Context: an optimization exercise on an open-source flow, tuned for small area and a short achievable clock period. The choices shown serve that exercise and are no tape-out recipe.
Only simulation tests tie the RTL to the original design; equivalence was not proved.
No activity file was given, so power comes from the tool's default toggle rates.

==> flow/design.v (excerpt) <==
module alu_top (
    input  logic        clk_i,
    input  logic [2:0]  ALUControl_i,
    input  logic [63:0] A_i,
    input  logic [63:0] B_i,
    output logic [63:0] result_o,
    output logic        zero_o,
    output logic        overflow_o,
    output logic        carryout_o,
    output logic        negative_o
);
Settings: LEC_CHECK=0, CAP_MARGIN=20, CORE_MARGIN=2, CORE_UTILIZATION=70, SLEW_MARGIN=20; clock period 26.0 ns.
standard.sh (not shown) runs the stock make flow with config.mk's settings and CLKGATE_MAP_FILE= SYNTH_SCRIPT=/design/flow/synth_recipe.tcl, a recipe that flattens the netlist after the stock synthesis.
==> flow/flow/run.sh <==
#!/bin/bash
# The standard layout with two changes:
#  - synthesis maps with flow/abc_map.script (see flow/abc_override.tcl);
#    everything else in synth_recipe.tcl is kept as is;
#  - the port buffers are the smallest buffer, sky130_fd_sc_hd__buf_1.
set -euo pipefail
here=$(pwd)
export FLOW_FLOW_DIR=$here/flow
{ head -n 1 synth_recipe.tcl; cat flow/abc_override.tcl; tail -n +2 synth_recipe.tcl; } > my_synth.tcl
sed "s#SYNTH_SCRIPT=[^ ]*#SYNTH_SCRIPT=$here/my_synth.tcl#" standard.sh > my_standard.sh
grep -q "SYNTH_SCRIPT=$here/my_synth.tcl" my_standard.sh
export BUFFER_PORTS_ARGS="-buffer_cell sky130_fd_sc_hd__buf_1"
bash my_standard.sh > standard.log 2>&1
==> flow/flow/abc_map.script <==
&get -n
&st
&dch
&nf -R 1000
&put
topo
stime -c
buffer -c
upsize -c
dnsize -c
==> flow/flow/abc_override.tcl <==
# Run Yosys's abc with flow/abc_map.script, an area-recovering mapping
# (&nf -R 1000), in place of ORFS's speed script and its 26 ps delay target.
proc abc {args} {
  set new {}
  set skip 0
  foreach a $args {
    if { $skip } { set skip 0; continue }
    if { $a eq "-script" } { lappend new -script $::env(FLOW_FLOW_DIR)/abc_map.script; set skip 1; continue }
    if { $a eq "-D" } { set skip 1; continue }
    lappend new $a
  }
  lappend new -D 4000
  yosys abc {*}$new
}
The first run passed the timing, design-rule and antenna checks.
Then changed:
--- a/flow/flow/run.sh
+++ b/flow/flow/run.sh
@@ -12,2 +12,4 @@
 export BUFFER_PORTS_ARGS="-buffer_cell sky130_fd_sc_hd__buf_1"
+# repair_timing: aim for setup slack of 19.9 ns (a 6.1 ns period) on every path it can fix
+export SETUP_SLACK_MARGIN=19.9
 bash my_standard.sh > standard.log 2>&1
Settings changed: CORE_UTILIZATION 70 to 40.
What happened: The new run produced a clean layout. Flip-flop and latch count stays the same. Final area increases by 3.9%. Global-route usage decreases by 13 points. Total power increases by 0.53%. Clock skew hardly moves. Setup slack improved by 0.24 ns. Final cell count came out higher by 11%.
Then changed:
--- a/flow/flow/run.sh
+++ b/flow/flow/run.sh
@@ -12,4 +12,2 @@
 export BUFFER_PORTS_ARGS="-buffer_cell sky130_fd_sc_hd__buf_1"
-# repair_timing: aim for setup slack of 19.9 ns (a 6.1 ns period) on every path it can fix
-export SETUP_SLACK_MARGIN=19.9
 bash my_standard.sh > standard.log 2>&1
The new run produced a clean layout; combinational power decreases by about 6%; total power goes down by 1.7%; count of clock-buffer cells in the layout is unchanged; area after synthesis does not change; routed wire length goes down by 0.49%; non-clock buffer count decreases by 1; global-route usage hardly moves; critical path depth does not change; cell count barely changes; via count stays flat.

job 5977:
Starting RTL as in the previous note.
export LEC_CHECK = 0
export ABC_AREA = 1
export CAP_MARGIN = 20
export CORE_MARGIN = 2
export CORE_UTILIZATION = 40
export SLEW_MARGIN = 20
create_clock -name core_clock -period 26.0 [get_ports {clk_i}]
==> flow/flow/run.sh <==
#!/bin/bash
export BUFFER_PORTS_ARGS="-buffer_cell sky130_fd_sc_hd__buf_1"
bash standard.sh > standard.log 2>&1
Job 5977 closes out successfully: all stages finished, all timing, DRC and antenna checks passed.
Input-level comparison between job 7459 and job 5977:
==> flow/run.sh (new file) <==
#!/bin/bash
# synth_recipe.tcl (not shown) runs the flow's synth.tcl, then flattens the netlist and writes it again
# the make line also repeats each setting of config.mk as NAME=value (left out here)
make -C /OpenROAD-flow-scripts/flow DESIGN_CONFIG=/design/flow/config.mk WORK_HOME=/design/flow/orfs CLKGATE_MAP_FILE= SYNTH_SCRIPT=/design/flow/synth_recipe.tcl finish
removed: flow/flow/run.sh
removed: flow/standard.sh
Notes after the runs:
- Delta(first-pass GRT wire length, job 7459 - job 5977) > 0
- Leakage power of the design went up by more than 10% going from job 5977 to job 7459.
- Job 7459 vs job 5977 on routing usage on met3: job 7459 is the higher one.
- Changes observed in job 7459 relative to job 5977: arrival time reported for the critical path endpoint saw an increase; area of placed instances moved up; clock skew comparable.
- Job 7459: met1 capacity usage during global routing is 0.24 points lower than what job 5977 reported.
Input changes introduced in job 7996 (baseline for comparison: job 7459):
# job 7459
export LEC_CHECK = 0
export ABC_AREA = 1
export CAP_MARGIN = 20
export CORE_MARGIN = 2
export CORE_UTILIZATION = 40
export SLEW_MARGIN = 20
create_clock -name core_clock -period 26.0 [get_ports {clk_i}]
# job 7996
export LEC_CHECK = 0
export CAP_MARGIN = 20
export CORE_MARGIN = 2
export CORE_UTILIZATION = 60
export SLEW_MARGIN = 20
create_clock -name core_clock -period 26.0 [get_ports {clk_i}]
==> flow/flow/run.sh (new file) <==
#!/bin/bash
# The standard layout with two changes:
#  - synthesis maps with flow/abc_map.script (see flow/abc_override.tcl);
#    everything else in synth_recipe.tcl is kept as is;
#  - the port buffers are the smallest buffer, sky130_fd_sc_hd__buf_1.
set -euo pipefail
here=$(pwd)
export FLOW_FLOW_DIR=$here/flow
{ head -n 1 synth_recipe.tcl; cat flow/abc_override.tcl; tail -n +2 synth_recipe.tcl; } > my_synth.tcl
sed "s#SYNTH_SCRIPT=[^ ]*#SYNTH_SCRIPT=$here/my_synth.tcl#" standard.sh > my_standard.sh
grep -q "SYNTH_SCRIPT=$here/my_synth.tcl" my_standard.sh
export BUFFER_PORTS_ARGS="-buffer_cell sky130_fd_sc_hd__buf_1"
# repair_timing: aim for setup slack of 19.9 ns (a 6.1 ns period) on every path it can fix
export SETUP_SLACK_MARGIN=19.9
bash my_standard.sh > standard.log 2>&1
==> flow/flow/abc_map.script (new file) <==
&get -n
&st
&dch
&nf -R 1000
&put
topo
stime -c
buffer -c
upsize -c
dnsize -c
==> flow/flow/abc_override.tcl (new file) <==
# Run Yosys's abc with flow/abc_map.script, an area-recovering mapping
# (&nf -R 1000), in place of ORFS's speed script and its 26 ps delay target.
proc abc {args} {
  set new {}
  set skip 0
  foreach a $args {
    if { $skip } { set skip 0; continue }
    if { $a eq "-script" } { lappend new -script $::env(FLOW_FLOW_DIR)/abc_map.script; set skip 1; continue }
    if { $a eq "-D" } { set skip 1; continue }
    lappend new $a
  }
  lappend new -D 4000
  yosys abc {*}$new
}
==> flow/standard.sh (new file) <==
#!/bin/bash
# synth_recipe.tcl (not shown) runs the flow's synth.tcl, then flattens the netlist and writes it again
# the make line also repeats each setting of config.mk as NAME=value (left out here)
make -C /OpenROAD-flow-scripts/flow DESIGN_CONFIG=/design/flow/config.mk WORK_HOME=/design/flow/orfs CLKGATE_MAP_FILE= SYNTH_SCRIPT=/design/flow/synth_recipe.tcl "${@:-finish}"
removed: flow/run.sh
[summary]
- Setup slack: job 7996 more than job 7459
- Count of pins over their slew limit: job 7459 vs job 7996 identical
- Job 7996 vs. job 7459: number of instances in the synthesized netlist went down by 432.
- In the reports for job 7459 and job 7996, the smaller routed length on met2 belongs to job 7996.
- Comparing job 7459 and job 7996, the lower detailed-route vias per instance is on job 7459.
- Job 7996: switching power summed over all nets is 0.021 mW lower than what job 7459 reported.

what the ideal ports hide:
How much do the figures lean on ideal ports? The routed layouts below were timed once more, with nothing changed but the port constraints.
Step 1 (the two cells are an assumption about what drives the block):
set clk [get_ports {clk_i}]
set_driving_cell -lib_cell sky130_fd_sc_hd__clkbuf_16 $clk
set_driving_cell -lib_cell sky130_fd_sc_hd__buf_2 [delete_from_list [all_inputs] $clk]
Step 2 adds t to the input delays and takes it off the output delays; t is the mean of the earliest and latest rising clock arrival at the registers after step 1. Input paths then give back, and output paths get back, about the clock's delay inside the block.
a / b / c = no drivers / after step 1 / after step 2; a / b = the first two.
| run | t, ns | setup WS [ns] | hold WS [ns] | worst setup path after step 2 | cell pins on the clock port's net |
|---|---|---|---|---|---|
| the first run of note 1 | 0.475 | 19.679 / 19.679 / 19.679 | 0.514 / 0.514 / 0.514 | register to register | 1 |
| the second run of note 1 | 0.480 | 19.919 / 19.873 / 20.354 | 0.511 / 0.511 / 0.511 | register to output | 1 |
| the third run of note 1 | 0.481 | 19.835 / 19.788 / 20.216 | 0.511 / 0.511 / 0.511 | register to register | 1 |
| job 5977 | 0.469 | 19.884 / 19.840 / 20.309 | 0.510 / 0.510 / 0.510 | register to output | 1 |
| job 7459 | 0.474 | 19.505 / 19.459 / 19.933 | 0.514 / 0.514 / 0.514 | register to output | 1 |
| job 7996 | 0.469 | 19.913 / 19.868 / 20.333 | 0.513 / 0.513 / 0.513 | register to register | 1 |
After both steps every run listed still meets setup and hold.
